This is an optimization exercise on Yosys and OpenROAD, whose aim is small area, a short achievable clock period and few clock cycles per item, not a production implementation.
Function not checked in this run: the RTL went through the layout flow alone.
Power figures rest on the tool's default switching activity, not on a simulated workload.

===== flow/config.mk =====
export PLATFORM = sky130hd
export DESIGN_NAME = cordic_engine
export DESIGN_NICKNAME = cordic_engine
export VERILOG_FILES = /design/flow/design.v
export SDC_FILE = /design/flow/constraint.sdc
export NUM_CORES = 4
export LEC_CHECK = 0
export ABC_AREA = 1
export CAP_MARGIN = 20
export CORE_MARGIN = 2
export CORE_UTILIZATION = 40
export PLACE_DENSITY = 0.6
export SETUP_SLACK_MARGIN = 3.8
export SLEW_MARGIN = 20

===== flow/run.sh =====
#!/bin/bash
# synth_recipe.tcl (not shown) runs the flow's synth.tcl, then flattens the netlist and writes it again
# the make line also repeats each setting of config.mk as NAME=value (left out here)
make -C /OpenROAD-flow-scripts/flow DESIGN_CONFIG=/design/flow/config.mk WORK_HOME=/design/flow/orfs CLKGATE_MAP_FILE= SYNTH_SCRIPT=/design/flow/synth_recipe.tcl finish

===== flow/design.v =====
module controller
(
    input  [7:0] u,
    input  [7:0] un,    
    output [15:0] v
);
wire new_n25, new_n26, new_n27, new_n28, new_n29, new_n30, new_n31, new_n32;
wire new_n33, new_n34, new_n35, new_n36, new_n37, new_n38, new_n39, new_n40;
wire new_n41, new_n42, new_n43, new_n44, new_n45, new_n46, new_n47, new_n48;
wire new_n49, new_n50, new_n51, new_n52, new_n53, new_n54, new_n55, new_n56;
wire new_n57, new_n58, new_n59, new_n60, new_n61, new_n62, new_n63, new_n64;
wire new_n65, new_n66, new_n67, new_n68, new_n69, new_n70, new_n71, new_n72;
wire new_n73, new_n74, new_n75, new_n76, new_n77, new_n78, new_n79, new_n80;
wire new_n81, new_n82, new_n83, new_n84, new_n85, new_n86, new_n87, new_n88;
wire new_n89, new_n90, new_n91, new_n92, new_n93, new_n94, new_n95, new_n96;
wire new_n97, new_n98, new_n99, new_n100, new_n101, new_n102, new_n103, new_n104;
wire new_n105, new_n106, new_n107, new_n108, new_n109, new_n110, new_n111, new_n112;
wire new_n113, new_n114, new_n115, new_n116, new_n117, new_n118, new_n119, new_n120;
wire new_n121, new_n122, new_n123, new_n124, new_n125, new_n126, new_n127, new_n128;
wire new_n129, new_n130, new_n131, new_n132, new_n133, new_n134, new_n135, new_n136;
wire new_n137, new_n138, new_n139, new_n140, new_n141, new_n142, new_n143, new_n144;
wire new_n145, new_n146, new_n147, new_n148, new_n149, new_n150, new_n151, new_n152;
wire new_n153, new_n154, new_n155, new_n156, new_n157, new_n158, new_n159, new_n160;
wire new_n161, new_n162, new_n163, new_n164, new_n165, new_n166, new_n167, new_n168;
wire new_n169, new_n170, new_n171, new_n172, new_n173, new_n174, new_n175, new_n176;
wire new_n177, new_n178, new_n179, new_n181, new_n182, new_n183, new_n184, new_n185;
wire new_n186, new_n187, new_n188, new_n189, new_n190, new_n191, new_n192, new_n193;
wire new_n194, new_n195, new_n196, new_n197, new_n198, new_n199, new_n200, new_n201;
wire new_n202, new_n203, new_n204, new_n205, new_n206, new_n207, new_n208, new_n209;
wire new_n210, new_n211, new_n212, new_n213, new_n214, new_n215, new_n216, new_n217;
wire new_n218, new_n219, new_n220, new_n221, new_n222, new_n223, new_n224, new_n225;
wire new_n226, new_n227, new_n228, new_n229, new_n230, new_n231, new_n232, new_n233;
wire new_n234, new_n235, new_n237, new_n238, new_n239, new_n240, new_n241, new_n242;
wire new_n243, new_n244, new_n245, new_n246, new_n247, new_n248, new_n249, new_n250;
wire new_n251, new_n252, new_n253, new_n254, new_n255, new_n256, new_n257, new_n258;
wire new_n259, new_n260, new_n261, new_n262, new_n263, new_n264, new_n265, new_n266;
wire new_n267, new_n268, new_n269, new_n270, new_n271, new_n272, new_n273, new_n274;
wire new_n275, new_n276, new_n277, new_n278, new_n279, new_n280, new_n281, new_n282;
wire new_n284, new_n285, new_n286, new_n287, new_n288, new_n289, new_n290, new_n291;
wire new_n292, new_n293, new_n294, new_n295, new_n296, new_n297, new_n298, new_n299;
wire new_n300, new_n301, new_n302, new_n303, new_n304, new_n305, new_n306, new_n307;
wire new_n308, new_n309, new_n310, new_n311, new_n312, new_n313, new_n314, new_n315;
wire new_n316, new_n317, new_n318, new_n319, new_n320, new_n321, new_n322, new_n323;
wire new_n324, new_n325, new_n326, new_n327, new_n328, new_n329, new_n330, new_n331;
wire new_n332, new_n333, new_n334, new_n335, new_n336, new_n337, new_n338, new_n339;
wire new_n340, new_n341, new_n342, new_n344, new_n345, new_n346, new_n347, new_n348;
wire new_n349, new_n350, new_n351, new_n352, new_n353, new_n354, new_n355, new_n356;
wire new_n357, new_n358, new_n359, new_n360, new_n361, new_n362, new_n363, new_n364;
wire new_n365, new_n366, new_n367, new_n368, new_n369, new_n370, new_n371, new_n372;
wire new_n373, new_n374, new_n375, new_n376, new_n377, new_n378, new_n379, new_n380;
wire new_n381, new_n382, new_n383, new_n384, new_n385, new_n386, new_n387, new_n388;
wire new_n389, new_n390, new_n391, new_n392, new_n393, new_n394, new_n395, new_n396;
wire new_n397, new_n398, new_n399, new_n400, new_n401, new_n402, new_n403, new_n404;
wire new_n405, new_n406, new_n408, new_n409, new_n410, new_n411, new_n412, new_n413;
wire new_n414, new_n415, new_n416, new_n417, new_n418, new_n419, new_n420, new_n421;
wire new_n422, new_n423, new_n424, new_n425, new_n426, new_n427, new_n428, new_n429;
wire new_n430, new_n431, new_n432, new_n433, new_n434, new_n435, new_n436, new_n437;
wire new_n438, new_n439, new_n440, new_n441, new_n442, new_n443, new_n444, new_n445;
wire new_n446, new_n447, new_n448, new_n449, new_n450, new_n451, new_n452, new_n453;
wire new_n454, new_n455, new_n456, new_n457, new_n458, new_n459, new_n460, new_n461;
wire new_n462, new_n464, new_n465, new_n466, new_n467, new_n468, new_n469, new_n470;
wire new_n471, new_n472, new_n473, new_n474, new_n475, new_n476, new_n477, new_n478;
wire new_n479, new_n480, new_n481, new_n482, new_n483, new_n484, new_n485, new_n486;
wire new_n487, new_n488, new_n489, new_n490, new_n491, new_n492, new_n493, new_n494;
wire new_n495, new_n496, new_n497, new_n498, new_n499, new_n500, new_n501, new_n502;
wire new_n504, new_n505, new_n506, new_n507, new_n508, new_n509, new_n510, new_n511;
wire new_n512, new_n513, new_n514, new_n515, new_n516, new_n517, new_n518, new_n519;
wire new_n520, new_n521, new_n522, new_n523, new_n524, new_n525, new_n526, new_n527;
wire new_n528, new_n529, new_n530, new_n531, new_n532, new_n533, new_n534, new_n535;
wire new_n536, new_n537, new_n538, new_n539, new_n540, new_n541, new_n542, new_n543;
wire new_n544, new_n545, new_n546, new_n547, new_n548, new_n549, new_n550, new_n551;
wire new_n552, new_n553, new_n554, new_n555, new_n556, new_n557, new_n558, new_n559;
wire new_n561, new_n562, new_n563, new_n564, new_n565, new_n566, new_n567, new_n568;
wire new_n569, new_n570, new_n571, new_n572, new_n573, new_n574, new_n575, new_n576;
wire new_n577, new_n578, new_n579, new_n580, new_n581, new_n582, new_n583, new_n584;
wire new_n585, new_n586, new_n587, new_n588, new_n589, new_n590, new_n591, new_n592;
wire new_n593, new_n594, new_n595, new_n596, new_n597, new_n598, new_n599, new_n600;
wire new_n601, new_n602, new_n603, new_n604, new_n606, new_n607, new_n608, new_n609;
wire new_n610, new_n611, new_n612, new_n613, new_n614, new_n615, new_n616, new_n617;
wire new_n618, new_n619, new_n620, new_n621, new_n622, new_n623, new_n624, new_n625;
wire new_n626, new_n627, new_n628, new_n629, new_n631, new_n632, new_n633, new_n634;
wire new_n635, new_n636, new_n637, new_n638, new_n639, new_n640, new_n641, new_n642;
wire new_n643, new_n644, new_n645, new_n646, new_n647, new_n648, new_n649, new_n650;
wire new_n651, new_n652, new_n653, new_n655, new_n656, new_n657, new_n658, new_n659;
wire new_n660, new_n661, new_n662, new_n663, new_n664, new_n665, new_n666, new_n667;
wire new_n668, new_n669, new_n670, new_n671, new_n672, new_n673, new_n674, new_n675;
wire new_n676, new_n677, new_n678, new_n679, new_n680, new_n681, new_n682, new_n683;
wire new_n684, new_n685, new_n686, new_n687, new_n688, new_n689, new_n690, new_n691;
wire new_n692, new_n693, new_n694, new_n695, new_n697, new_n698, new_n699, new_n700;
wire new_n701, new_n702, new_n703, new_n704, new_n705, new_n706, new_n707, new_n708;
wire new_n709, new_n710, new_n711, new_n712, new_n713, new_n714, new_n715, new_n717;
wire new_n718, new_n719, new_n720, new_n721, new_n722, new_n723, new_n724, new_n725;
wire new_n726, new_n727, new_n728, new_n729, new_n730, new_n731, new_n732, new_n734;
wire new_n735, new_n736, new_n737;
assign new_n25 = u[2] & u[3];
assign new_n26 = u[1] & ~new_n25;
assign new_n27 = un[3] & u[4];
assign new_n28 = u[5] & new_n27;
assign new_n29 = new_n26 & ~new_n28;
assign new_n30 = un[6] & u[7];
assign new_n31 = u[5] & u[6];
assign new_n32 = ~new_n30 & ~new_n31;
assign new_n33 = un[4] & un[5];
assign new_n34 = ~new_n32 & new_n33;
assign new_n35 = un[7] & ~new_n33;
assign new_n36 = ~new_n34 & ~new_n35;
assign new_n37 = new_n29 & new_n36;
assign new_n38 = un[5] & un[7];
assign new_n39 = un[0] & new_n38;
assign new_n40 = u[2] & un[6];
assign new_n41 = new_n39 & new_n40;
assign new_n42 = u[5] & un[6];
assign new_n43 = un[4] & un[7];
assign new_n44 = ~new_n42 & ~new_n43;
assign new_n45 = un[1] & un[4];
assign new_n46 = un[5] & ~new_n45;
assign new_n47 = new_n44 & ~new_n46;
assign new_n48 = un[2] & un[3];
assign new_n49 = ~new_n25 & ~new_n48;
assign new_n50 = new_n47 & ~new_n49;
assign new_n51 = un[3] & un[4];
assign new_n52 = new_n31 & new_n51;
assign new_n53 = un[1] & new_n52;
assign new_n54 = ~new_n50 & ~new_n53;
assign new_n55 = ~new_n41 & new_n54;
assign new_n56 = un[6] & un[7];
assign new_n57 = u[3] & un[4];
assign new_n58 = ~new_n27 & ~new_n57;
assign new_n59 = u[0] & u[1];
assign new_n60 = un[2] & new_n59;
assign new_n61 = ~new_n58 & new_n60;
assign new_n62 = un[0] & u[2];
assign new_n63 = ~new_n61 & ~new_n62;
assign new_n64 = ~new_n56 & ~new_n63;
assign new_n65 = new_n55 & ~new_n64;
assign new_n66 = u[7] & new_n33;
assign new_n67 = u[4] & u[5];
assign new_n68 = ~new_n66 & ~new_n67;
assign new_n69 = un[3] & ~new_n68;
assign new_n70 = new_n54 & new_n69;
assign new_n71 = un[1] & u[4];
assign new_n72 = un[7] & new_n71;
assign new_n73 = ~new_n67 & ~new_n72;
assign new_n74 = u[4] & un[5];
assign new_n75 = un[1] & un[3];
assign new_n76 = new_n74 & ~new_n75;
assign new_n77 = un[1] & u[5];
assign new_n78 = un[2] & u[3];
assign new_n79 = ~new_n77 & new_n78;
assign new_n80 = ~new_n76 & ~new_n79;
assign new_n81 = un[6] & ~new_n80;
assign new_n82 = ~new_n73 & new_n81;
assign new_n83 = un[0] & ~new_n82;
assign new_n84 = ~new_n70 & new_n83;
assign new_n85 = ~new_n65 & ~new_n84;
assign new_n86 = un[4] & ~new_n60;
assign new_n87 = u[5] & u[7];
assign new_n88 = ~new_n86 & new_n87;
assign new_n89 = ~new_n85 & ~new_n88;
assign new_n90 = u[1] & u[7];
assign new_n91 = u[4] & new_n90;
assign new_n92 = new_n42 & new_n45;
assign new_n93 = ~new_n91 & ~new_n92;
assign new_n94 = un[2] & new_n51;
assign new_n95 = un[0] & new_n94;
assign new_n96 = new_n51 & new_n56;
assign new_n97 = ~new_n95 & ~new_n96;
assign new_n98 = un[5] & u[6];
assign new_n99 = ~new_n59 & new_n98;
assign new_n100 = ~new_n42 & ~new_n99;
assign new_n101 = u[3] & u[4];
assign new_n102 = ~new_n100 & new_n101;
assign new_n103 = new_n97 & ~new_n102;
assign new_n104 = un[0] & un[1];
assign new_n105 = ~new_n103 & ~new_n104;
assign new_n106 = new_n93 & ~new_n105;
assign new_n107 = un[2] & un[6];
assign new_n108 = ~new_n106 & ~new_n107;
assign new_n109 = new_n94 & new_n98;
assign new_n110 = u[2] & un[5];
assign new_n111 = new_n56 & new_n110;
assign new_n112 = un[3] & u[5];
assign new_n113 = ~new_n71 & ~new_n112;
assign new_n114 = un[2] & u[6];
assign new_n115 = ~new_n113 & new_n114;
assign new_n116 = new_n71 & new_n112;
assign new_n117 = new_n115 & ~new_n116;
assign new_n118 = u[0] & ~new_n117;
assign new_n119 = ~new_n38 & ~new_n42;
assign new_n120 = u[1] & un[3];
assign new_n121 = u[4] & new_n120;
assign new_n122 = new_n119 & new_n121;
assign new_n123 = u[3] & un[7];
assign new_n124 = un[1] & un[6];
assign new_n125 = ~new_n123 & ~new_n124;
assign new_n126 = new_n110 & ~new_n125;
assign new_n127 = ~new_n122 & ~new_n126;
assign new_n128 = new_n118 & new_n127;
assign new_n129 = new_n111 & new_n128;
assign new_n130 = ~new_n109 & ~new_n129;
assign new_n131 = ~new_n108 & new_n130;
assign new_n132 = u[1] & u[3];
assign new_n133 = u[3] & u[7];
assign new_n134 = u[4] & new_n133;
assign new_n135 = ~new_n87 & ~new_n134;
assign new_n136 = un[6] & new_n110;
assign new_n137 = new_n51 & new_n136;
assign new_n138 = un[2] & new_n53;
assign new_n139 = ~new_n137 & ~new_n138;
assign new_n140 = new_n135 & new_n139;
assign new_n141 = new_n132 & ~new_n140;
assign new_n142 = u[3] & u[6];
assign new_n143 = un[0] & new_n142;
assign new_n144 = u[2] & u[4];
assign new_n145 = un[2] & un[4];
assign new_n146 = ~new_n144 & ~new_n145;
assign new_n147 = new_n143 & new_n146;
assign new_n148 = un[3] & new_n110;
assign new_n149 = u[6] & new_n148;
assign new_n150 = un[6] & new_n57;
assign new_n151 = u[4] & u[7];
assign new_n152 = un[3] & new_n151;
assign new_n153 = ~new_n150 & ~new_n152;
assign new_n154 = un[2] & un[5];
assign new_n155 = ~new_n153 & new_n154;
assign new_n156 = ~new_n149 & ~new_n155;
assign new_n157 = new_n104 & ~new_n156;
assign new_n158 = ~new_n147 & ~new_n157;
assign new_n159 = un[2] & new_n120;
assign new_n160 = new_n98 & new_n159;
assign new_n161 = u[1] & u[6];
assign new_n162 = un[2] & u[5];
assign new_n163 = new_n57 & new_n162;
assign new_n164 = new_n161 & new_n163;
assign new_n165 = ~new_n87 & ~new_n164;
assign new_n166 = new_n163 & new_n165;
assign new_n167 = ~new_n160 & ~new_n166;
assign new_n168 = u[1] & ~new_n56;
assign new_n169 = ~new_n124 & ~new_n168;
assign new_n170 = new_n33 & new_n169;
assign new_n171 = new_n25 & new_n170;
assign new_n172 = u[4] & new_n154;
assign new_n173 = new_n56 & new_n172;
assign new_n174 = ~new_n120 & new_n173;
assign new_n175 = ~new_n171 & ~new_n174;
assign new_n176 = new_n167 & new_n175;
assign new_n177 = new_n158 & new_n176;
assign new_n178 = ~new_n141 & new_n177;
assign new_n179 = new_n131 & new_n178;
assign v[8] = ~new_n89 | ~new_n179;
assign new_n181 = u[0] & v[8];
assign new_n182 = new_n37 & ~new_n181;
assign new_n183 = u[2] & new_n82;
assign new_n184 = ~new_n98 & new_n120;
assign new_n185 = u[2] & u[5];
assign new_n186 = ~new_n154 & ~new_n185;
assign new_n187 = u[7] & ~new_n186;
assign new_n188 = new_n184 & new_n187;
assign new_n189 = ~new_n25 & ~new_n59;
assign new_n190 = new_n66 & ~new_n189;
assign new_n191 = new_n27 & new_n38;
assign new_n192 = ~new_n150 & ~new_n191;
assign new_n193 = un[1] & un[2];
assign new_n194 = ~new_n192 & new_n193;
assign new_n195 = ~new_n190 & ~new_n194;
assign new_n196 = ~new_n188 & new_n195;
assign new_n197 = ~new_n183 & new_n196;
assign new_n198 = un[6] & new_n43;
assign new_n199 = u[4] & u[6];
assign new_n200 = ~new_n198 & ~new_n199;
assign new_n201 = un[1] & ~new_n200;
assign new_n202 = ~new_n142 & ~new_n201;
assign new_n203 = new_n185 & ~new_n202;
assign new_n204 = ~new_n80 & new_n169;
assign new_n205 = un[1] & u[6];
assign new_n206 = u[1] & ~new_n114;
assign new_n207 = ~new_n205 & ~new_n206;
assign new_n208 = new_n28 & new_n207;
assign new_n209 = new_n57 & new_n161;
assign new_n210 = u[0] & ~new_n209;
assign new_n211 = ~new_n208 & new_n210;
assign new_n212 = ~new_n204 & new_n211;
assign new_n213 = ~new_n203 & new_n212;
assign new_n214 = ~new_n140 & new_n193;
assign new_n215 = new_n213 & ~new_n214;
assign new_n216 = un[4] & u[5];
assign new_n217 = u[2] & new_n216;
assign new_n218 = ~new_n136 & ~new_n217;
assign new_n219 = un[7] & new_n75;
assign new_n220 = ~new_n218 & new_n219;
assign new_n221 = new_n27 & new_n154;
assign new_n222 = u[1] & u[4];
assign new_n223 = new_n98 & new_n222;
assign new_n224 = un[0] & ~new_n223;
assign new_n225 = ~new_n221 & new_n224;
assign new_n226 = ~new_n220 & new_n225;
assign new_n227 = u[5] & new_n56;
assign new_n228 = un[3] & ~new_n227;
assign new_n229 = u[3] & ~new_n67;
assign new_n230 = ~new_n228 & ~new_n229;
assign new_n231 = u[1] & un[2];
assign new_n232 = new_n230 & ~new_n231;
assign new_n233 = new_n226 & ~new_n232;
assign new_n234 = ~new_n215 & ~new_n233;
assign new_n235 = new_n197 & ~new_n234;
assign v[0] = new_n182 | ~new_n235;
assign new_n237 = un[0] & ~new_n139;
assign new_n238 = un[5] & new_n132;
assign new_n239 = ~new_n75 & ~new_n238;
assign new_n240 = u[0] & ~new_n239;
assign new_n241 = ~new_n56 & ~new_n240;
assign new_n242 = ~new_n237 & new_n241;
assign new_n243 = un[4] & u[7];
assign new_n244 = ~new_n163 & ~new_n243;
assign new_n245 = ~new_n242 & ~new_n244;
assign new_n246 = un[3] & new_n38;
assign new_n247 = ~new_n126 & ~new_n231;
assign new_n248 = new_n246 & ~new_n247;
assign new_n249 = un[2] & new_n45;
assign new_n250 = un[0] & u[1];
assign new_n251 = ~new_n57 & new_n250;
assign new_n252 = ~new_n249 & ~new_n251;
assign new_n253 = new_n98 & ~new_n252;
assign new_n254 = ~new_n71 & ~new_n94;
assign new_n255 = new_n87 & ~new_n254;
assign new_n256 = ~new_n253 & ~new_n255;
assign new_n257 = ~new_n248 & new_n256;
assign new_n258 = ~new_n245 & new_n257;
assign new_n259 = new_n56 & new_n77;
assign new_n260 = ~new_n57 & new_n98;
assign new_n261 = ~new_n259 & ~new_n260;
assign new_n262 = un[4] & ~new_n261;
assign new_n263 = new_n71 & new_n78;
assign new_n264 = ~new_n262 & ~new_n263;
assign new_n265 = new_n128 & new_n264;
assign new_n266 = u[2] & un[3];
assign new_n267 = ~new_n58 & ~new_n266;
assign new_n268 = ~new_n124 & ~new_n198;
assign new_n269 = new_n267 & ~new_n268;
assign new_n270 = u[7] & new_n154;
assign new_n271 = ~new_n94 & ~new_n270;
assign new_n272 = u[1] & ~new_n271;
assign new_n273 = u[2] & new_n134;
assign new_n274 = ~new_n272 & ~new_n273;
assign new_n275 = ~new_n269 & new_n274;
assign new_n276 = new_n67 & new_n266;
assign new_n277 = u[1] & new_n102;
assign new_n278 = ~new_n276 & ~new_n277;
assign new_n279 = ~new_n161 & ~new_n278;
assign new_n280 = un[0] & ~new_n279;
assign new_n281 = new_n275 & new_n280;
assign new_n282 = ~new_n265 & ~new_n281;
assign v[1] = ~new_n258 | new_n282;
assign new_n284 = new_n162 & new_n198;
assign new_n285 = ~new_n151 & ~new_n284;
assign new_n286 = ~new_n66 & ~new_n199;
assign new_n287 = ~new_n186 & ~new_n286;
assign new_n288 = new_n285 & ~new_n287;
assign new_n289 = new_n75 & ~new_n288;
assign new_n290 = new_n38 & new_n51;
assign new_n291 = u[0] & ~new_n87;
assign new_n292 = ~new_n223 & new_n291;
assign new_n293 = ~new_n290 & new_n292;
assign new_n294 = new_n152 & ~new_n293;
assign new_n295 = ~new_n289 & ~new_n294;
assign new_n296 = ~new_n59 & ~new_n119;
assign new_n297 = un[0] & un[6];
assign new_n298 = new_n132 & ~new_n297;
assign new_n299 = u[0] & u[4];
assign new_n300 = ~new_n110 & ~new_n299;
assign new_n301 = new_n298 & ~new_n300;
assign new_n302 = new_n78 & ~new_n301;
assign new_n303 = ~new_n296 & new_n302;
assign new_n304 = ~new_n107 & ~new_n303;
assign new_n305 = u[1] & u[5];
assign new_n306 = ~new_n43 & new_n305;
assign new_n307 = ~new_n238 & ~new_n306;
assign new_n308 = ~new_n304 & ~new_n307;
assign new_n309 = new_n295 & ~new_n308;
assign new_n310 = un[7] & new_n150;
assign new_n311 = new_n293 & ~new_n310;
assign new_n312 = u[4] & un[7];
assign new_n313 = un[0] & un[4];
assign new_n314 = ~new_n90 & ~new_n313;
assign new_n315 = ~new_n312 & new_n314;
assign new_n316 = new_n286 & ~new_n315;
assign new_n317 = un[5] & new_n71;
assign new_n318 = un[2] & ~new_n317;
assign new_n319 = ~new_n316 & ~new_n318;
assign new_n320 = ~new_n237 & ~new_n319;
assign new_n321 = ~new_n311 & ~new_n320;
assign new_n322 = new_n309 & ~new_n321;
assign new_n323 = new_n78 & ~new_n87;
assign new_n324 = un[0] & ~new_n323;
assign new_n325 = new_n43 & new_n98;
assign new_n326 = ~new_n87 & ~new_n325;
assign new_n327 = ~new_n317 & new_n326;
assign new_n328 = new_n324 & ~new_n327;
assign new_n329 = ~new_n96 & ~new_n328;
assign new_n330 = ~new_n40 & ~new_n114;
assign new_n331 = new_n222 & ~new_n330;
assign new_n332 = un[1] & new_n33;
assign new_n333 = ~new_n331 & ~new_n332;
assign new_n334 = ~new_n123 & ~new_n333;
assign new_n335 = ~new_n259 & ~new_n334;
assign new_n336 = ~new_n193 & ~new_n334;
assign new_n337 = new_n67 & ~new_n336;
assign new_n338 = new_n335 & ~new_n337;
assign new_n339 = u[0] & ~new_n338;
assign new_n340 = new_n329 & ~new_n339;
assign new_n341 = new_n75 & new_n175;
assign new_n342 = ~new_n340 & ~new_n341;
assign v[2] = ~new_n322 | new_n342;
assign new_n344 = ~new_n152 & ~new_n227;
assign new_n345 = u[4] & new_n98;
assign new_n346 = new_n344 & ~new_n345;
assign new_n347 = new_n133 & new_n154;
assign new_n348 = new_n346 & ~new_n347;
assign new_n349 = un[1] & ~new_n348;
assign new_n350 = u[0] & new_n349;
assign new_n351 = un[0] & new_n222;
assign new_n352 = un[6] & ~new_n48;
assign new_n353 = new_n216 & ~new_n352;
assign new_n354 = ~new_n351 & ~new_n353;
assign new_n355 = new_n78 & new_n198;
assign new_n356 = un[5] & new_n133;
assign new_n357 = ~new_n355 & ~new_n356;
assign new_n358 = new_n313 & ~new_n357;
assign new_n359 = new_n354 & ~new_n358;
assign new_n360 = un[6] & ~new_n148;
assign new_n361 = new_n133 & ~new_n186;
assign new_n362 = new_n360 & ~new_n361;
assign new_n363 = u[3] & new_n222;
assign new_n364 = ~new_n313 & ~new_n363;
assign new_n365 = ~new_n157 & new_n364;
assign new_n366 = ~new_n362 & ~new_n365;
assign new_n367 = new_n359 & ~new_n366;
assign new_n368 = ~new_n350 & ~new_n367;
assign new_n369 = new_n250 & new_n357;
assign new_n370 = new_n56 & new_n121;
assign new_n371 = u[3] & new_n110;
assign new_n372 = u[6] & ~new_n33;
assign new_n373 = un[6] & new_n33;
assign new_n374 = ~new_n372 & ~new_n373;
assign new_n375 = un[4] & new_n374;
assign new_n376 = new_n371 & new_n375;
assign new_n377 = ~new_n370 & ~new_n376;
assign new_n378 = new_n369 & new_n377;
assign new_n379 = ~new_n185 & ~new_n270;
assign new_n380 = ~new_n366 & ~new_n379;
assign new_n381 = new_n378 & ~new_n380;
assign new_n382 = new_n368 & ~new_n381;
assign new_n383 = u[0] & un[2];
assign new_n384 = ~new_n98 & new_n383;
assign new_n385 = ~new_n133 & ~new_n384;
assign new_n386 = new_n98 & ~new_n383;
assign new_n387 = new_n385 & ~new_n386;
assign new_n388 = new_n332 & ~new_n387;
assign new_n389 = ~new_n82 & ~new_n388;
assign new_n390 = new_n87 & ~new_n193;
assign new_n391 = u[0] & un[3];
assign new_n392 = ~new_n144 & ~new_n391;
assign new_n393 = new_n390 & ~new_n392;
assign new_n394 = u[2] & ~new_n56;
assign new_n395 = ~new_n124 & new_n394;
assign new_n396 = new_n299 & ~new_n305;
assign new_n397 = new_n107 & ~new_n133;
assign new_n398 = new_n396 & ~new_n397;
assign new_n399 = un[2] & u[4];
assign new_n400 = ~new_n185 & ~new_n399;
assign new_n401 = new_n219 & ~new_n400;
assign new_n402 = ~new_n398 & ~new_n401;
assign new_n403 = ~new_n395 & ~new_n402;
assign new_n404 = ~new_n393 & ~new_n403;
assign new_n405 = new_n389 & new_n404;
assign new_n406 = new_n130 & new_n405;
assign v[3] = new_n382 | ~new_n406;
assign new_n408 = ~new_n33 & new_n62;
assign new_n409 = new_n56 & ~new_n185;
assign new_n410 = ~new_n408 & new_n409;
assign new_n411 = new_n51 & ~new_n62;
assign new_n412 = ~new_n216 & ~new_n411;
assign new_n413 = u[1] & ~new_n412;
assign new_n414 = new_n410 & ~new_n413;
assign new_n415 = new_n98 & ~new_n104;
assign new_n416 = new_n27 & new_n415;
assign new_n417 = ~new_n25 & new_n56;
assign new_n418 = ~new_n416 & ~new_n417;
assign new_n419 = ~new_n414 & ~new_n418;
assign new_n420 = un[1] & ~new_n38;
assign new_n421 = u[1] & un[6];
assign new_n422 = ~new_n420 & ~new_n421;
assign new_n423 = new_n25 & ~new_n104;
assign new_n424 = new_n422 & new_n423;
assign new_n425 = ~new_n56 & new_n193;
assign new_n426 = new_n216 & new_n425;
assign new_n427 = un[1] & new_n38;
assign new_n428 = ~new_n58 & new_n427;
assign new_n429 = new_n107 & new_n428;
assign new_n430 = ~new_n426 & ~new_n429;
assign new_n431 = ~new_n424 & new_n430;
assign new_n432 = ~new_n419 & new_n431;
assign new_n433 = ~new_n142 & ~new_n347;
assign new_n434 = ~new_n154 & new_n161;
assign new_n435 = new_n433 & ~new_n434;
assign new_n436 = u[6] & new_n193;
assign new_n437 = u[4] & ~new_n436;
assign new_n438 = ~new_n435 & ~new_n437;
assign new_n439 = new_n75 & ~new_n119;
assign new_n440 = ~new_n75 & ~new_n87;
assign new_n441 = ~new_n132 & ~new_n440;
assign new_n442 = ~new_n439 & new_n441;
assign new_n443 = ~new_n438 & ~new_n442;
assign new_n444 = new_n175 & new_n443;
assign new_n445 = ~new_n337 & new_n444;
assign new_n446 = new_n280 & new_n445;
assign new_n447 = new_n161 & ~new_n216;
assign new_n448 = new_n323 & ~new_n447;
assign new_n449 = new_n186 & new_n205;
assign new_n450 = ~new_n78 & ~new_n449;
assign new_n451 = ~new_n448 & ~new_n450;
assign new_n452 = ~new_n94 & ~new_n217;
assign new_n453 = new_n56 & ~new_n452;
assign new_n454 = u[3] & ~new_n56;
assign new_n455 = new_n144 & new_n454;
assign new_n456 = u[0] & ~new_n455;
assign new_n457 = ~new_n453 & new_n456;
assign new_n458 = ~new_n451 & new_n457;
assign new_n459 = new_n346 & new_n379;
assign new_n460 = new_n120 & ~new_n459;
assign new_n461 = new_n458 & ~new_n460;
assign new_n462 = ~new_n446 & ~new_n461;
assign v[4] = ~new_n432 | new_n462;
assign new_n464 = new_n28 & ~new_n193;
assign new_n465 = u[5] & ~new_n104;
assign new_n466 = new_n25 & new_n43;
assign new_n467 = ~new_n465 & new_n466;
assign new_n468 = un[0] & new_n332;
assign new_n469 = new_n467 & ~new_n468;
assign new_n470 = ~new_n263 & ~new_n469;
assign new_n471 = ~new_n464 & new_n470;
assign new_n472 = un[6] & ~new_n471;
assign new_n473 = ~new_n270 & ~new_n371;
assign new_n474 = u[4] & ~new_n473;
assign new_n475 = ~new_n104 & ~new_n301;
assign new_n476 = new_n474 & ~new_n475;
assign new_n477 = u[0] & ~new_n222;
assign new_n478 = ~new_n46 & new_n114;
assign new_n479 = ~new_n477 & new_n478;
assign new_n480 = new_n136 & new_n219;
assign new_n481 = new_n353 & new_n423;
assign new_n482 = ~new_n480 & ~new_n481;
assign new_n483 = ~new_n479 & new_n482;
assign new_n484 = ~new_n476 & new_n483;
assign new_n485 = ~new_n472 & new_n484;
assign new_n486 = u[7] & ~new_n45;
assign new_n487 = ~new_n112 & ~new_n198;
assign new_n488 = ~new_n486 & new_n487;
assign new_n489 = un[2] & ~new_n323;
assign new_n490 = un[3] & new_n227;
assign new_n491 = ~new_n489 & ~new_n490;
assign new_n492 = ~new_n488 & ~new_n491;
assign new_n493 = ~new_n149 & ~new_n492;
assign new_n494 = ~new_n349 & new_n493;
assign new_n495 = un[0] & ~new_n170;
assign new_n496 = ~new_n494 & ~new_n495;
assign new_n497 = new_n485 & ~new_n496;
assign new_n498 = ~new_n52 & ~new_n361;
assign new_n499 = ~new_n137 & new_n498;
assign new_n500 = new_n167 & new_n499;
assign new_n501 = ~new_n85 & new_n500;
assign new_n502 = new_n250 & ~new_n501;
assign v[5] = ~new_n497 | new_n502;
assign new_n504 = ~new_n87 & ~new_n107;
assign new_n505 = ~new_n186 & new_n504;
assign new_n506 = ~new_n39 & ~new_n227;
assign new_n507 = ~new_n505 & new_n506;
assign new_n508 = new_n51 & ~new_n507;
assign new_n509 = un[5] & ~new_n48;
assign new_n510 = un[0] & u[6];
assign new_n511 = ~new_n509 & new_n510;
assign new_n512 = u[5] & ~new_n49;
assign new_n513 = new_n511 & ~new_n512;
assign new_n514 = u[1] & ~new_n152;
assign new_n515 = u[4] & new_n56;
assign new_n516 = new_n25 & new_n515;
assign new_n517 = new_n514 & ~new_n516;
assign new_n518 = ~new_n513 & new_n517;
assign new_n519 = ~new_n508 & new_n518;
assign new_n520 = u[5] & ~new_n285;
assign new_n521 = ~new_n187 & ~new_n520;
assign new_n522 = u[0] & ~new_n521;
assign new_n523 = new_n519 & ~new_n522;
assign new_n524 = new_n78 & new_n98;
assign new_n525 = un[1] & ~new_n134;
assign new_n526 = ~new_n524 & new_n525;
assign new_n527 = ~new_n41 & new_n526;
assign new_n528 = new_n148 & ~new_n286;
assign new_n529 = new_n527 & ~new_n528;
assign new_n530 = ~new_n523 & ~new_n529;
assign new_n531 = ~new_n120 & ~new_n145;
assign new_n532 = ~new_n162 & ~new_n531;
assign new_n533 = new_n33 & ~new_n96;
assign new_n534 = ~new_n532 & new_n533;
assign new_n535 = u[3] & new_n67;
assign new_n536 = new_n40 & new_n535;
assign new_n537 = new_n210 & ~new_n536;
assign new_n538 = ~new_n534 & new_n537;
assign new_n539 = ~new_n25 & new_n87;
assign new_n540 = ~new_n466 & ~new_n539;
assign new_n541 = un[1] & ~new_n540;
assign new_n542 = u[1] & u[2];
assign new_n543 = u[4] & ~new_n542;
assign new_n544 = ~new_n25 & new_n31;
assign new_n545 = new_n543 & new_n544;
assign new_n546 = ~new_n173 & ~new_n545;
assign new_n547 = ~new_n541 & new_n546;
assign new_n548 = new_n538 & new_n547;
assign new_n549 = new_n150 & ~new_n542;
assign new_n550 = ~new_n186 & new_n549;
assign new_n551 = new_n136 & new_n222;
assign new_n552 = ~new_n110 & new_n151;
assign new_n553 = ~new_n551 & ~new_n552;
assign new_n554 = ~new_n550 & new_n553;
assign new_n555 = u[7] & ~new_n33;
assign new_n556 = new_n159 & new_n555;
assign new_n557 = un[0] & ~new_n556;
assign new_n558 = new_n554 & new_n557;
assign new_n559 = ~new_n548 & ~new_n558;
assign v[6] = new_n530 | new_n559;
assign new_n561 = ~new_n179 & new_n305;
assign new_n562 = u[2] & ~new_n468;
assign new_n563 = ~new_n561 & new_n562;
assign new_n564 = ~new_n121 & ~new_n535;
assign new_n565 = u[6] & ~new_n564;
assign new_n566 = ~new_n25 & ~new_n565;
assign new_n567 = ~new_n563 & ~new_n566;
assign new_n568 = u[7] & ~new_n48;
assign new_n569 = ~new_n332 & new_n568;
assign new_n570 = new_n51 & ~new_n207;
assign new_n571 = ~new_n569 & ~new_n570;
assign new_n572 = ~new_n305 & ~new_n571;
assign new_n573 = ~new_n25 & new_n305;
assign new_n574 = ~new_n371 & ~new_n573;
assign new_n575 = new_n199 & ~new_n574;
assign new_n576 = new_n537 & ~new_n575;
assign new_n577 = ~new_n572 & new_n576;
assign new_n578 = ~new_n71 & new_n148;
assign new_n579 = new_n179 & new_n578;
assign new_n580 = new_n557 & ~new_n579;
assign new_n581 = ~new_n577 & ~new_n580;
assign new_n582 = new_n38 & new_n85;
assign new_n583 = u[3] & new_n173;
assign new_n584 = u[1] & ~new_n583;
assign new_n585 = ~new_n374 & new_n383;
assign new_n586 = new_n217 & new_n510;
assign new_n587 = new_n66 & new_n78;
assign new_n588 = ~new_n586 & ~new_n587;
assign new_n589 = ~new_n585 & new_n588;
assign new_n590 = new_n584 & new_n589;
assign new_n591 = ~new_n191 & ~new_n260;
assign new_n592 = un[2] & ~new_n591;
assign new_n593 = ~new_n163 & ~new_n310;
assign new_n594 = ~new_n592 & new_n593;
assign new_n595 = new_n589 & ~new_n594;
assign new_n596 = new_n148 & new_n299;
assign new_n597 = new_n243 & new_n266;
assign new_n598 = un[1] & ~new_n597;
assign new_n599 = ~new_n596 & new_n598;
assign new_n600 = ~new_n595 & new_n599;
assign new_n601 = ~new_n590 & ~new_n600;
assign new_n602 = ~new_n520 & ~new_n601;
assign new_n603 = ~new_n582 & new_n602;
assign new_n604 = ~new_n581 & new_n603;
assign v[7] = new_n567 | ~new_n604;
assign new_n606 = ~new_n148 & new_n510;
assign new_n607 = ~new_n532 & new_n606;
assign new_n608 = new_n186 & new_n222;
assign new_n609 = new_n607 & ~new_n608;
assign new_n610 = u[1] & new_n217;
assign new_n611 = ~new_n172 & ~new_n610;
assign new_n612 = new_n123 & ~new_n611;
assign new_n613 = ~new_n96 & ~new_n209;
assign new_n614 = un[5] & ~new_n613;
assign new_n615 = new_n67 & new_n107;
assign new_n616 = ~new_n614 & ~new_n615;
assign new_n617 = new_n118 & new_n616;
assign new_n618 = ~new_n612 & new_n617;
assign new_n619 = new_n377 & new_n618;
assign new_n620 = ~new_n609 & ~new_n619;
assign new_n621 = ~new_n132 & ~new_n216;
assign new_n622 = un[7] & ~new_n301;
assign new_n623 = u[4] & ~new_n544;
assign new_n624 = new_n42 & new_n423;
assign new_n625 = ~new_n623 & ~new_n624;
assign new_n626 = new_n622 & new_n625;
assign new_n627 = ~new_n214 & new_n626;
assign new_n628 = ~new_n67 & new_n104;
assign new_n629 = new_n516 & ~new_n628;
assign v[13] = ~new_n627 & ~new_n629;
assign new_n631 = ~new_n621 & ~v[13];
assign new_n632 = new_n297 & ~new_n631;
assign new_n633 = new_n620 & ~new_n632;
assign new_n634 = un[0] & new_n49;
assign new_n635 = u[6] & new_n38;
assign new_n636 = un[1] & ~new_n635;
assign new_n637 = ~new_n634 & new_n636;
assign new_n638 = new_n119 & ~new_n146;
assign new_n639 = ~new_n216 & new_n266;
assign new_n640 = new_n172 & new_n297;
assign new_n641 = ~new_n639 & ~new_n640;
assign new_n642 = ~new_n638 & new_n641;
assign new_n643 = new_n637 & ~new_n642;
assign new_n644 = u[2] & new_n104;
assign new_n645 = un[7] & ~new_n644;
assign new_n646 = ~new_n57 & ~new_n151;
assign new_n647 = u[0] & un[5];
assign new_n648 = new_n542 & ~new_n647;
assign new_n649 = new_n646 & ~new_n648;
assign new_n650 = ~new_n172 & ~new_n649;
assign new_n651 = ~new_n645 & new_n650;
assign new_n652 = ~new_n388 & new_n651;
assign new_n653 = ~new_n643 & ~new_n652;
assign v[9] = new_n633 | ~new_n653;
assign new_n655 = un[1] & new_n376;
assign new_n656 = u[6] & new_n542;
assign new_n657 = un[6] & ~new_n110;
assign new_n658 = u[6] & ~new_n193;
assign new_n659 = ~new_n657 & ~new_n658;
assign new_n660 = ~new_n656 & ~new_n659;
assign new_n661 = new_n112 & new_n313;
assign new_n662 = un[3] & ~new_n71;
assign new_n663 = ~new_n229 & ~new_n662;
assign new_n664 = ~new_n661 & ~new_n663;
assign new_n665 = ~new_n660 & ~new_n664;
assign new_n666 = new_n121 & ~new_n344;
assign new_n667 = u[7] & new_n145;
assign new_n668 = ~new_n120 & new_n667;
assign new_n669 = new_n165 & ~new_n668;
assign new_n670 = ~new_n666 & new_n669;
assign new_n671 = ~new_n665 & new_n670;
assign new_n672 = ~new_n655 & new_n671;
assign new_n673 = un[1] & ~new_n454;
assign new_n674 = new_n292 & ~new_n673;
assign new_n675 = un[3] & ~new_n292;
assign new_n676 = ~new_n674 & ~new_n675;
assign new_n677 = ~new_n28 & ~new_n42;
assign new_n678 = ~new_n516 & new_n677;
assign new_n679 = ~new_n38 & ~new_n110;
assign new_n680 = new_n51 & ~new_n679;
assign new_n681 = new_n678 & ~new_n680;
assign new_n682 = ~new_n676 & ~new_n681;
assign new_n683 = u[0] & ~new_n682;
assign new_n684 = new_n676 & new_n681;
assign new_n685 = new_n683 & ~new_n684;
assign new_n686 = u[1] & new_n114;
assign new_n687 = u[4] & new_n686;
assign new_n688 = ~new_n92 & ~new_n416;
assign new_n689 = ~new_n687 & new_n688;
assign new_n690 = ~new_n45 & ~new_n150;
assign new_n691 = new_n185 & ~new_n690;
assign new_n692 = ~new_n170 & ~new_n691;
assign new_n693 = new_n689 & new_n692;
assign new_n694 = new_n83 & new_n693;
assign new_n695 = ~new_n685 & ~new_n694;
assign v[10] = ~new_n672 | new_n695;
assign new_n697 = ~new_n470 & ~v[13];
assign new_n698 = new_n345 & ~new_n391;
assign new_n699 = ~new_n119 & new_n628;
assign new_n700 = ~new_n698 & ~new_n699;
assign new_n701 = ~new_n428 & new_n700;
assign new_n702 = ~new_n697 & new_n701;
assign new_n703 = u[2] & ~new_n702;
assign new_n704 = u[6] & ~new_n186;
assign new_n705 = u[0] & new_n120;
assign new_n706 = ~new_n28 & ~new_n705;
assign new_n707 = new_n704 & ~new_n706;
assign new_n708 = ~new_n303 & ~new_n707;
assign new_n709 = un[5] & ~new_n268;
assign new_n710 = un[2] & ~new_n151;
assign new_n711 = ~new_n628 & new_n710;
assign new_n712 = ~new_n372 & new_n711;
assign new_n713 = ~new_n709 & new_n712;
assign new_n714 = new_n708 & ~new_n713;
assign new_n715 = new_n140 & new_n714;
assign v[11] = new_n703 | ~new_n715;
assign new_n717 = new_n32 & new_n78;
assign new_n718 = ~new_n555 & ~new_n717;
assign new_n719 = ~new_n214 & new_n718;
assign new_n720 = new_n121 & ~new_n510;
assign new_n721 = ~new_n28 & ~new_n720;
assign new_n722 = ~new_n337 & new_n721;
assign new_n723 = un[7] & new_n700;
assign new_n724 = new_n475 & new_n625;
assign new_n725 = new_n723 & ~new_n724;
assign new_n726 = ~new_n67 & ~new_n375;
assign new_n727 = ~new_n104 & ~new_n726;
assign new_n728 = ~new_n25 & ~new_n727;
assign new_n729 = ~new_n725 & ~new_n728;
assign new_n730 = new_n722 & ~new_n729;
assign new_n731 = ~new_n107 & ~new_n154;
assign new_n732 = ~new_n730 & new_n731;
assign v[12] = ~new_n719 | new_n732;
assign new_n734 = u[5] & ~new_n138;
assign new_n735 = ~new_n516 & new_n734;
assign new_n736 = new_n629 & ~new_n734;
assign new_n737 = un[7] & ~new_n736;
assign v[14] = new_n735 | ~new_n737;
assign v[15] = ~new_n56 | new_n536;
endmodule
module cordic_engine
#(
    parameter IO_BW=32
)
(
    clk,
    rst_n,
    phase,
    mode,
    pop,
    valid_in,
    valid_out,
    result
);
input   clk;
input   rst_n;
input   valid_in;
input   [IO_BW-1:0] phase;
input   [2:0] mode;
output  [IO_BW-1:0] result;
output reg valid_out;
output reg pop;
wire [9:0] p = phase[9:0];
wire dbl = (mode == 3'd2) | (mode == 3'd3) | (mode == 3'd4);    
wire zer = (mode > 3'd4);
function gt;
    input [9:0] a;
    input [9:0] k;
    integer i;
    begin
        gt = 1'b0;
        for (i = 0; i < 10; i = i + 1)
            gt = k[i] ? (a[i] & gt) : (a[i] | gt);
    end
endfunction
wire [6:0] g = {gt(p, 10'd630), gt(p, 10'd540), gt(p, 10'd450), gt(p, 10'd360),
                gt(p, 10'd270), gt(p, 10'd180), gt(p, 10'd90)};
wire [7:0] pp = zer ? 8'd0 : dbl ? {p[6:0], 1'b0} : p[7:0];
reg       v1;
reg [7:0] pp1;
reg [6:0] g1;
reg       c0, c1, c2, c3, c4;    
always @(posedge clk) begin
    if (!rst_n) begin
        v1  <= 1'b0;
        pop <= 1'b1;
    end else begin
        v1  <= valid_in;
        pop <= 1'b0;
    end
    pp1 <= pp;
    g1  <= g;
    c0  <= (mode == 3'd0);
    c1  <= (mode == 3'd1);
    c2  <= (mode == 3'd2);
    c3  <= (mode == 3'd3);
    c4  <= (mode == 3'd4);
end
wire [9:0] lut;
assign lut[0] = (c0 & ((g1[5]) | (~g1[3] & g1[1]))) |
    (c1 & ((~g1[1]) | (~g1[5] & g1[3]))) |
    ((c2 | c3) & ((~g1[0]) | (~g1[2] & g1[1]) | (~g1[4] & g1[3]) | (~g1[6] & g1[5]))) |
    (c4 & ((~g1[1] & g1[0]) | (~g1[5] & g1[4]) | (~g1[3] & g1[2]) | (g1[6])));
assign lut[1] = 1'b0;
assign lut[2] = c1 |
    (c2 | c3);
assign lut[3] = (c0 & ((~g1[5] & g1[1]))) |
    (c1 & ((~g1[5] & g1[1]))) |
    ((c2 | c3) & ((~g1[6] & g1[4]) | (~g1[2] & g1[0]))) |
    (c4 & ((~g1[6] & g1[4]) | (~g1[2] & g1[0])));
assign lut[4] = (c0 & ((g1[3]))) |
    (c1 & ((~g1[1]) | (~g1[5] & g1[3]))) |
    ((c2 | c3) & ((~g1[0]) | (~g1[2] & g1[1]) | (~g1[5] & g1[4]) | (g1[6]))) |
    (c4 & ((~g1[5] & g1[1])));
assign lut[5] = (c0 & ((~g1[3] & g1[1]))) |
    (c1 & ((~g1[1]) | (g1[5]))) |
    ((c2 | c3) & ((~g1[0]) | (~g1[3] & g1[2]) | (~g1[6] & g1[4]))) |
    (c4 & ((~g1[1] & g1[0]) | (g1[6]) | (~g1[5] & g1[3])));
assign lut[6] = (c0 & ((g1[5]) | (~g1[3] & g1[1]))) |
    (c1 & ((g1[5]) | (~g1[3] & g1[1]))) |
    ((c2 | c3) & ((~g1[1] & g1[0]) | (~g1[3] & g1[2]) | (~g1[6] & g1[4]))) |
    (c4 & ((~g1[1] & g1[0]) | (~g1[6] & g1[5]) | (~g1[3] & g1[2])));
assign lut[7] = (c0 & ((g1[3]))) |
    (c1 & ((~g1[1]) | (g1[5]))) |
    ((c2 | c3) & ((~g1[0]) | (~g1[6] & g1[5]) | (~g1[4] & g1[2]))) |
    (c4 & ((g1[5]) | (~g1[3] & g1[1])));
assign lut[8] = (c0 & ((g1[5]) | (~g1[3] & g1[1]))) |
    (c1 & ((~g1[1]) | (~g1[5] & g1[3]))) |
    ((c2 | c3) & ((~g1[0]) | (~g1[2] & g1[1]) | (~g1[4] & g1[3]) | (~g1[6] & g1[5]))) |
    (c4 & ((~g1[1] & g1[0]) | (~g1[5] & g1[4]) | (~g1[3] & g1[2]) | (g1[6])));
assign lut[9] = (c0 & ((g1[3]))) |
    (c1 & ((~g1[5] & g1[1]))) |
    (c2 & ((~g1[0]) | (g1[6]) | (~g1[4] & g1[2]))) |
    (c3 & ((~g1[6] & g1[4]) | (~g1[2] & g1[0]))) |
    (c4 & ((g1[5]) | (~g1[3] & g1[1])));
wire [7:0] u = (pp1 ^ {8{lut[8]}}) + lut[7:0];
reg       v2, inv2, sh2, m23_2, isx2;
reg [7:0] u2, u2n;    
always @(posedge clk) begin
    if (!rst_n) v2 <= 1'b0;
    else        v2 <= v1;
    u2    <= u;
    u2n   <= ~u;
    inv2  <= lut[9] & ~(c4 & g1[2] & ~g1[3] & (pp1 == 8'd208));
    sh2   <= c2 | c3 | c4;
    m23_2 <= c2 | c3;
    isx2  <= c1 | c2 | c3;
end
wire [15:0] t;
controller controller (.u(u2), .un(u2n), .v(t));
wire sp = isx2 & (u2 == 8'd90);
reg        v3, inv3, sh3, m23_3;
reg [15:0] t3;
always @(posedge clk) begin
    if (!rst_n) v3 <= 1'b0;
    else        v3 <= v2;
    t3    <= {t[15:3], sp ? 3'b100 : t[2:0]};
    inv3  <= inv2;
    sh3   <= sh2;
    m23_3 <= m23_2;
end
reg  [14:0] r_lo;
reg         r15, rs, rsv;
always @(posedge clk) begin
    if (!rst_n) valid_out <= 1'b0;
    else        valid_out <= v3;
    r_lo <= (sh3 ? t3[15:1] : t3[14:0]) ^ {15{inv3}};
    r15  <= sh3 ? (m23_3 ^ inv3) : (t3[15] ^ inv3);
    rs   <= ~m23_3 & inv3;
    rsv  <= ~m23_3 & inv3 & v3;    
end
assign result = {{8{rs}}, {8{rsv}}, r15, r_lo};
endmodule

===== flow/constraint.sdc =====
create_clock -name core_clock -period 6.0 [get_ports {clk}]
set_input_delay 1.2000 -clock core_clock [delete_from_list [all_inputs] [get_ports {clk}]]
set_output_delay 1.2000 -clock core_clock [all_outputs]
set_load 0.01 [all_outputs]

==> flow_summary.toml <==
[logic_synthesis]
synth.ff_latch_count = 82
synthTopCellsByArea = "dfxtp_1 28%, nand2_1 14%, inv_1 7.1%"
synth_edf_count = 0
synth_top_flop_cell = "dfxtp_1"
synthArstFlopShare_pct = 0
syn_area_per_cell_um2 = 6.35
synth_top_area_cell = "dfxtp_1"
synth_cells = 920
yosysUniqueCellTypes = 54
ys_top_cells_by_count = "224 x nand2_1, 111 x inv_1, 82 x dfxtp_1, 80 x o21ai_0, 62 x nor2_1"
yosysSeqAreaShare_pct = 28.1
synth.net_count = 965
synth_area_um2 = 5850
synth_most_common_cell = "nand2_1"
synth_top_area_share_pct = 28.1
ys.warnings.count = 1

[detailed_routing]
drt-wirelength-per-cell_um = 23.8
wl_met1_mm = 10.8
drtPass1Iterations = 5
drt-initial-drc-count = 927
drt_wl_total_mm = 27.5
vias = 7075
wl_met3_mm = 3.78
drc = 0
wl_met2_mm = 11.0
drtAntennaViolNets = 0
routed.top_layer = "met4"
vias_per_cell = 6.14

[global_route]
overflow = 0
grt_max_degree = 31
grt_usage_pct = 33.7
antenna_found_initial = 0
grt_pass1_vias = 6424
grt_pass1_wl_mm = 39.5

[run_status]
status = "finished clean"

[pwr]
max-vdd-ir-drop_mv = 0.458
p_per_area_nw_per_um2 = 608
p_clk_share_pct = 14.2
p_sw_w = 0.00241
p_seq_share_pct = 23.5
pwr-share-comb_pct = 62.3
leakagePower_nw = 3.47
p_int_w = 0.00191
switching_share_pct = 55.8

[finish]
final_nets = 1008
drive_above_1_share_pct = 16.4
fill_cells = 1509
area_growth_pct = 21.6

[worst_setup_path]
crit_path_cell_trace = "inv_2 > o21ai_1 > o21ai_2 > nand3_4 > xor2_1 > ha_1 > a21oi_4 > o21ai_1 > a21oi_2 > nand2_2 > nand2_2 > nand2_1"
crit_slowest_cell = "ha_1"
cp.required_ns = 6.23
cp-start-kind = "flop"
critPathTopFamily = "compound AO/OA/AOI/OAI gates"
cp_num_buf_inv = 1
critPathArrivalTime_ns = 2.65
end_kind = "flop"
path_max_fanout = 5
critPathKind = "flop to flop"
max_stage_delay_ns = 0.37

[floorplanning]
num_rows = 44
die_area_um2 = 15600
fp.coreArea_um2 = 14400
start_util_pct = 40.5
die_y_um = 125
die_w_um = 125
io_pins = 72

[sta]
max_slew.worst_pin.slew_ns = 0.856
period_share_pct = 40.4
fin_skew_ns = 0.00862
hold_viol = 0
setup_viol = 0
holdWs_ns = 0.324
fin_crit_ns = 2.42
tns_ns = 0
slew_headroom_pct = 42.8
drv_slew = 0
fmax_mhz = 413
rsz0062_at_grt = "yes"

[place]
io_buffers = 49
place.gp.congestion = 1.12
post-dp-hpwl_mm = 20.3

[clock_network]
cts_root_buf = "clkbuf_16"
cts_tree = "done"
ctsHtreeMaxLevel = 3
clk_latency_ns = 0.35
cts_buffers = 9
cts.hold.buffers_added = 0
cts.path.max_buffers = 2
numClockSinks = 82
path_clk_slew_ns = 0.07

[worst_hold_path]
hp-class = "flop to flop"

[flow_run]
drv_cap = 0
[timing repair]
item / in CTS / in global routing
pin swaps: 16 / 16
endpoints found under the setup margin: 71 / 40
setup buffers: 14 / 10
resized for setup: 107 / 46
[area by class of cell]
type | count | area, um^2 | area share, %
multi-input cells | 668 | 3660 | 51.5
flip-flops and latches | 82 | 1690 | 23.7
repair buffers | 79 | 726 | 10.2
inverters | 123 | 475 | 6.69
well taps | 184 | 230 | 3.24
clock buffers | 9 | 225 | 3.17
clock inverters | 7 | 105 | 1.48
diodes | 1 | 2.50 | 0.0352
[through the flow]
| step | setup slack, ns | cell area (um^2) | util, % | instances | total power [W] |
|---|---|---|---|---|---|
| 2_1_floorplan | 3.81 | 5850 | - | 920 | 0.00243 |
| 6_report | 3.58 | 7110 | 49.3 | 1153 | 0.00432 |
| 3_5_place_dp | 3.09 | 6300 | 43.7 | 1112 | 0.00337 |
| 4_1_cts | 3.69 | 6860 | 47.6 | 1142 | 0.00402 |
| 5_1_grt | 3.48 | 7110 | 49.3 | 1152 | 0.00447 |
| 3_3_place_gp | 3.17 | 6300 | 43.7 | 1112 | 0.00347 |
[power by group through the flow]
stage               logic (W)  registers, W  clock network [W]
floorplan             0.00159      0.000839                  0
global placement      0.00248      0.000993                  0
detailed placement    0.00238      0.000988                  0
CTS                   0.00242      0.000987           0.000620
global route          0.00281       0.00102           0.000642
finish                0.00269       0.00102           0.000612
[cell usage in the layout (no fill, tap or decap), drive strengths merged, types with 11 or more instances in the layout]
cell type | synthesis | layout
o22ai | 11 | 11
o21ai | 93 | 93
nor2 | 68 | 68
nand4 | 13 | 13
clkbuf | 7 | 12
inv | 122 | 124
nor3 | 15 | 15
a21oi | 59 | 59
clkdlybuf4s15 | 0 | 13
nand3 | 57 | 57
clkdlybuf4s50 | 0 | 12
dfxtp | 82 | 82
a31oi | 13 | 13
dlygate4sd2 | 0 | 18
xor2 | 27 | 27
o211ai | 14 | 14
nand2 | 244 | 244
buf | 40 | 30
[registers in the layout, summed over array words and instances (netlist names), 7 cells and up]
signal,count
u2n,8
pp1,8
r_lo,15
u2,8
t3,16
g1,7
[final timing paths]
path	startpoint	to	slack (ns)	cells after the start
max	g1[1]	u2[7]	3.58	12
min	m23_2	m23_3	0.32	0
max reg2reg	g1[1]	u2[7]	3.58	12
min reg2reg	m23_2	m23_3	0.32	0
[per-layer routing]
metal  track usage [%]  vias up
met4              19.7        0
met3              12.2      139
met2              47.1      591
met5                 0        -
li1                  -     3140
met1              44.4     3205
[kinds of logic after synthesis]
family | after synthesis | share of synthesized area [%]
muxes | 2 | 0.342
AOI/OAI and AO/OA | 220 | 22.0
xor gates and xnor gates | 28 | 4.32
and+or+nand+nor | 411 | 30.5
DFF | 82 | 28.1
adders and majority gates | 7 | 1.50
buffers and inverters | 170 | 13.2

-- afterwards: timing with drivers on the ports --
In the flow no input, the clock included, has a driving cell. The finished layout below was timed again as built, in two steps. Step 1 assumes that a clkbuf_16 drives the clock port and a buf_2 every other input. Step 2 also shifts input and output timing later by t, the mid clock arrival at the registers, as if the neighbouring blocks saw the same clock. Three values: ideal ports, drivers, drivers and shift; two values: the first two.
t, ns: 0.391
setup WS [ns]: 3.576 / 3.576 / 3.491
hold WS [ns]: 0.324 / 0.324 / 0.324
latest minus earliest clock arrival (ns): 0.009 / 0.009
After both steps setup and hold are still met in this run. For this run, drivers alone change the setup slack by 0.000 ns; drivers and shift together by -0.085 ns.
